This is an optimization exercise on Yosys and OpenROAD, whose aim is small area and a short achievable clock period, not a production implementation. At most, simulation tests tie the RTL to the original design; equivalence was not proved. No activity file was given, so power comes from the tool's default toggle rates.

## xcore
module xcore (
      input             clk,
      input             rst,
      output reg [8:0]  pc,
      input [31:0]      instruction,
      output            ram_sel,
      output            ram_we,
      output [8:0]      ram_addr,
      output [31:0]     ram_wdata,
      input [31:0]      ram_rdata,
      output            trap
      );
Size in the first run: about 2700 cells after synthesis, ~590 flip-flops, about 120 I/O pins, roughly 28000 um^2 of cells after synthesis.
Settings: LEC_CHECK=0, ABC_AREA=1, CAP_MARGIN=20, CORE_MARGIN=2, CORE_UTILIZATION=55, SETUP_SLACK_MARGIN=3.8, SLEW_MARGIN=20, TNS_END_PERCENT=100; clock period 8.5 ns.
run.sh (not shown) runs the stock make flow with config.mk's settings and CLKGATE_MAP_FILE= SYNTH_SCRIPT=/design/flow/synth_recipe.tcl, a recipe that flattens the netlist after the stock synthesis.
The baseline finished clean.
Then changed:
==> flow/flow/run.sh (new file) <==
#!/bin/bash
# The standard ORFS layout (standard.sh), with extra ORFS settings:
# plain buffers on the ports and no dummy loads in the clock tree.
# make's output goes to flow_make.log; each ORFS step keeps its own log
# under orfs/logs/.
set -euo pipefail
bash standard.sh \
  "BUFFER_PORTS_ARGS=-buffer_cell sky130_fd_sc_hd__buf_2" \
  "CTS_ARGS=-sink_clustering_enable -repair_clock_nets -dont_use_dummy_load -buf_list sky130_fd_sc_hd__clkbuf_8" \
  finish > flow_make.log 2>&1
==> flow/standard.sh (new file) <==
#!/bin/bash
# synth_recipe.tcl (not shown) runs the flow's synth.tcl, then flattens the netlist and writes it again
# the make line also repeats each setting of config.mk as NAME=value (left out here)
make -C /OpenROAD-flow-scripts/flow DESIGN_CONFIG=/design/flow/config.mk WORK_HOME=/design/flow/orfs CLKGATE_MAP_FILE= SYNTH_SCRIPT=/design/flow/synth_recipe.tcl "${@:-finish}"
- CORE_UTILIZATION: 55 -> 62
- SETUP_SLACK_MARGIN: 3.8 -> 3.5
- TNS_END_PERCENT: 100 -> 5
removed: flow/run.sh
The changed run completed with no timing, DRC or antenna violations.
Register-to-register slack is worse by 180 ps.
Wire length came out lower by 7.0%.
Combinational power came out lower by 19%.
Non-clock buffer count came out lower by 76.
Via count came out lower by 1.3%.
Worst hold slack is worse by 8.0 ps.
Maximum frequency came out lower by 4.5%.
Cell area came out lower by 9.2%.
Then changed:
==> flow/flow/run.sh (replaced) <==
#!/bin/bash
# The standard ORFS layout (standard.sh), with extra ORFS settings:
# plain buffers on the ports, power/area recovery after global routing,
# and no dummy loads in the clock tree. make's output goes to flow_make.log;
# each ORFS step keeps its own log under orfs/logs/.
set -euo pipefail
bash standard.sh \
  "BUFFER_PORTS_ARGS=-buffer_cell sky130_fd_sc_hd__buf_2" \
  "RECOVER_POWER=100" \
  "CTS_ARGS=-sink_clustering_enable -repair_clock_nets -dont_use_dummy_load" \
  finish > flow_make.log 2>&1
- CORE_UTILIZATION: 62 -> 55
This time the run finished but fails on capacitance limit, slew limit.
Cell area climbs slightly.
Routed wire length climbs by a few percent.
Sequential power drops slightly.
Core utilization drops by 7.2 points.


## tundra
xcore, a different RTL version from the one above (not shown whole).
For scale: about 3400 cells after synthesis, about 630 flip-flops, roughly 120 I/O pins.
==> flow/config.mk <==
export PLATFORM = sky130hd
export DESIGN_NAME = xcore
export DESIGN_NICKNAME = xcore
export VERILOG_FILES = /design/flow/design.v
export SDC_FILE = /design/flow/constraint.sdc
export NUM_CORES = 4
export LEC_CHECK = 0
export ABC_AREA = 1
export CAP_MARGIN = 20
export CORE_MARGIN = 2
export CORE_UTILIZATION = 55
export SETUP_SLACK_MARGIN = 4.3
export SLEW_MARGIN = 20
export TNS_END_PERCENT = 100
==> flow/constraint.sdc <==
create_clock -name core_clock -period 8.5 [get_ports {clk}]
set_input_delay 1.7000 -clock core_clock [delete_from_list [all_inputs] [get_ports {clk}]]
set_output_delay 1.7000 -clock core_clock [all_outputs]
set_load 0.01 [all_outputs]
standard.sh (not shown) runs the stock make flow with config.mk's settings and CLKGATE_MAP_FILE= SYNTH_SCRIPT=/design/flow/synth_recipe.tcl, a recipe that flattens the netlist after the stock synthesis.
==> flow/flow/run.sh <==
#!/bin/bash
# The standard ORFS layout (standard.sh), with extra ORFS settings:
# the output logic (modules xaddr_decoder and xregf, no registers) is kept
# as modules until ABC has mapped them, so their gates are not shared with
# the core's (synth_recipe.tcl flattens the design afterwards); plain buffers
# on the ports; no dummy loads in the clock tree.
# make's output goes to flow_make.log; each ORFS step keeps its own log
# under orfs/logs/.
set -euo pipefail
bash standard.sh \
  "SYNTH_KEEP_MODULES=xaddr_decoder xregf" \
  "BUFFER_PORTS_ARGS=-buffer_cell sky130_fd_sc_hd__buf_2" \
  "CTS_ARGS=-sink_clustering_enable -repair_clock_nets -dont_use_dummy_load -buf_list sky130_fd_sc_hd__clkbuf_8 -sink_clustering_size 14 -sink_clustering_max_diameter 60" \
  finish > flow_make.log 2>&1
diff inputs: tundra => pepper
Settings: SETUP_SLACK_MARGIN now 3.9, was 4.3.
==> flow/flow/run.sh <==
#!/bin/bash
# The standard ORFS layout (standard.sh), with extra ORFS settings:
# synthesis with flow/synth.tcl (synth_recipe.tcl with ABC's script replaced
# by flow/abc.script, an area-oriented mapping); the output logic (modules
# xaddr_decoder and xregf, no registers) kept as modules until ABC has mapped
# them, so their gates are not shared with the core's (synth_recipe.tcl
# flattens the design afterwards); plain buffers on the ports; no dummy loads
# in the clock tree. make's output goes to flow_make.log; each ORFS step keeps
# its own log under orfs/logs/.
set -euo pipefail
here=$(pwd)
export OWN_ABC_SCRIPT=$here/flow/abc.script
bash standard.sh \
  "SYNTH_SCRIPT=$here/flow/synth.tcl" \
  "SYNTH_KEEP_MODULES=xaddr_decoder xregf" \
  "BUFFER_PORTS_ARGS=-buffer_cell sky130_fd_sc_hd__buf_2" \
  "CTS_ARGS=-sink_clustering_enable -repair_clock_nets -dont_use_dummy_load -buf_list sky130_fd_sc_hd__clkbuf_8 -sink_clustering_size 14 -sink_clustering_max_diameter 60" \
  finish > flow_make.log 2>&1
==> flow/flow/abc.script (new file) <==
strash
dch
map -a
topo
stime -c
buffer -c
topo
stime -c
upsize -c
dnsize -c
==> flow/flow/synth.tcl (new file) <==
# synth_recipe.tcl (the standard synthesis), with ABC's mapping script replaced
# by flow/abc.script. Registers are mapped before ABC runs, so they are the
# standard synthesis's.
proc synth {args} { yosys synth -nofsm -noshare {*}$args }
proc abc {args} {
  set i [lsearch -exact $args -script]
  if {$i >= 0} { lset args [expr {$i+1}] $::env(OWN_ABC_SCRIPT) }
  yosys abc {*}$args
}
source $::env(SCRIPTS_DIR)/synth.tcl
# left out here: clear keep_hierarchy, flatten, clean up, hide names made inside functions, write 1_2_yosys.v
Findings:
As far as sequential cell count goes, tundra and pepper are indistinguishable; the numbers are identical. Both conditions hold for tundra: the flow ran to the end and the final layout passed the timing, DRC and antenna checks. pepper ran to completion and came out clean on the timing, DRC and antenna checks. Part of the total power dissipated in sequential elements, tundra and pepper, higher one = pepper. Compared with tundra, pepper shows buffer and inverter count on the worst path lower by 14. Sort tundra and pepper by clock network area share, descending, and pepper comes first. pepper against tundra: count of filler cells inserted in the layout shrank by 12%, met3 layer wire length in the routed design shrank by about 9%. pepper ended up with ram_wdata[31] as its destination of the critical timing path; tundra ended up with pB[0]. Leading power group = registers: pepper; leading power group = combinational cells: tundra. pepper -> tundra: number of synthesized flops with an enable pin delta 0, exact match. As far as adder and majority cell fraction of the synthesized area is concerned, tundra and pepper perform about the same. Compared with tundra, in pepper total met2 wirelength after detailed routing moved down, sequential share of layout area moved up, synthesized cell count now smaller.
Input changes introduced in cedar (baseline for comparison: pepper):
Settings: swapping 3.9 for 4.1 in SETUP_SLACK_MARGIN; swapping 55 for 60 in CORE_UTILIZATION.
==> flow/flow/run.sh <==
#!/bin/bash
# The standard ORFS layout (standard.sh), with extra ORFS settings:
# the output logic (modules xaddr_decoder and xregf, no registers) is kept
# as modules until ABC has mapped them, so their gates are not shared with
# the core's (synth_recipe.tcl flattens the design afterwards); plain buffers
# on the ports; no dummy loads in the clock tree.
# make's output goes to flow_make.log; each ORFS step keeps its own log
# under orfs/logs/.
set -euo pipefail
bash standard.sh \
  "SYNTH_KEEP_MODULES=xaddr_decoder xregf" \
  "BUFFER_PORTS_ARGS=-buffer_cell sky130_fd_sc_hd__buf_2" \
  "CTS_ARGS=-sink_clustering_enable -repair_clock_nets -dont_use_dummy_load -buf_list sky130_fd_sc_hd__clkbuf_8 -sink_clustering_size 14 -sink_clustering_max_diameter 60" \
  finish > flow_make.log 2>&1
removed: flow/flow/abc.script
removed: flow/flow/synth.tcl
--- outcome ---
Of the two values seen for origin of the worst setup path, pB[5] was produced by pepper and instruction[29] by cedar. pepper has a higher setup fix buffers added after clock tree synthesis than cedar. NOTE: non-clock buffer count in cedar falls short of that of pepper. Part of the power in the clock network: pepper vs cedar, no meaningful difference. Of cedar and pepper, pepper shows the higher power, with cedar below it.


Setup of the previous run:
Another version of the RTL of xcore (not shown whole).
For scale: ~2600 cells after synthesis, about 590 flip-flops, ~29000 um^2 of cells after synthesis.
Design xcore, start of the top module:
module xcore (
      input             clk,
      input             rst,
      output reg [8:0]  pc,
      input [31:0]      instruction,
      output            ram_sel,
      output            ram_we,
      output [8:0]      ram_addr,
      output [31:0]     ram_wdata,
      input [31:0]      ram_rdata,
      output            trap
      );
clock: 8.5 ns
lec_check: 0
cap_margin: 20
core_margin: 2
core_utilization: 40
setup_slack_margin: 4.0
slew_margin: 20
run.sh (not shown) runs the stock make flow with config.mk's settings and CLKGATE_MAP_FILE= SYNTH_SCRIPT=/design/flow/synth_recipe.tcl, a recipe that flattens the netlist after the stock synthesis.
Stock flow here: none of the scripts above is used.
For the current run, these inputs were changed with respect to the previous run:
- setting ABC_AREA to 1 for the first time
==> comparison <==
- Between the previous run and the current run, area enclosed by the die boundary is higher for the previous run, the current run comes in under that.
- Min post-synthesis compound-gate area fraction across the previous run and the current run: the previous run
- The first element of the critical path comes out instruction[7] in one run and instruction[30] in the other, namely in the previous run and the current run respectively.
- The total leakage power of the current run exceeds that of the previous run by 6.4%.
- | total length of routed wires | higher: the current run |
- The clock transition at the registers of the reported paths on the previous run is in line with that on the current run.
- Delay of the slowest cell on the worst path: the current run vs the previous run down 0.09 ns
No run of this note included a check of the RTL's function; only the layout flow was run.

[what the ideal ports hide]
Ports are ideal in the flow. The routed layouts listed here were re-timed in OpenROAD.
Step 1 sets driving cells, clkbuf_16 on the clock port and buf_2 on the other inputs (assumed; they add their load-dependent delay and slew).
Step 2, shift: input delay + t, output delay - t, t = (earliest + latest rising clock arrival at the registers) / 2. This alone moves slack from input paths to output paths.
a / b / c = ideal / step 1 / step 2; a / b = the first two.
run | t, ns | setup WS [ns] | worst register clock-pin slew, ns | worst slew at a driven data input, ns | cell pins on the clock port's net
the first run of note 1 | 0.699 | 3.691 / 3.700 / 3.002 | 0.07 / 0.07 | 0.07 | 1
the second run of note 1 | 0.705 | 3.466 / 3.503 / 2.798 | 0.07 / 0.07 | 0.04 | 1
the third run of note 1 | 0.664 | 1.960 / 1.988 / 1.324 | 0.07 / 0.07 | 0.06 | 1
tundra | 0.691 | 4.178 / 4.162 / 3.717 | 0.11 / 0.11 | 0.14 | 1
pepper | 0.689 | 3.543 / 3.486 / 3.282 | 0.10 / 0.10 | 0.09 | 1
cedar | 0.682 | 4.074 / 4.034 / 3.522 | 0.10 / 0.10 | 0.04 | 1
the previous run | 0.682 | 2.430 / 2.476 / 1.794 | 0.07 / 0.07 | 0.07 | 1
the current run | 0.675 | 3.141 / 3.153 / 2.478 | 0.07 / 0.07 | 0.06 | 1
The setup slack of the first run of note 1, which loses most, moves by +0.009 ns with the drivers and by -0.689 ns with both steps.
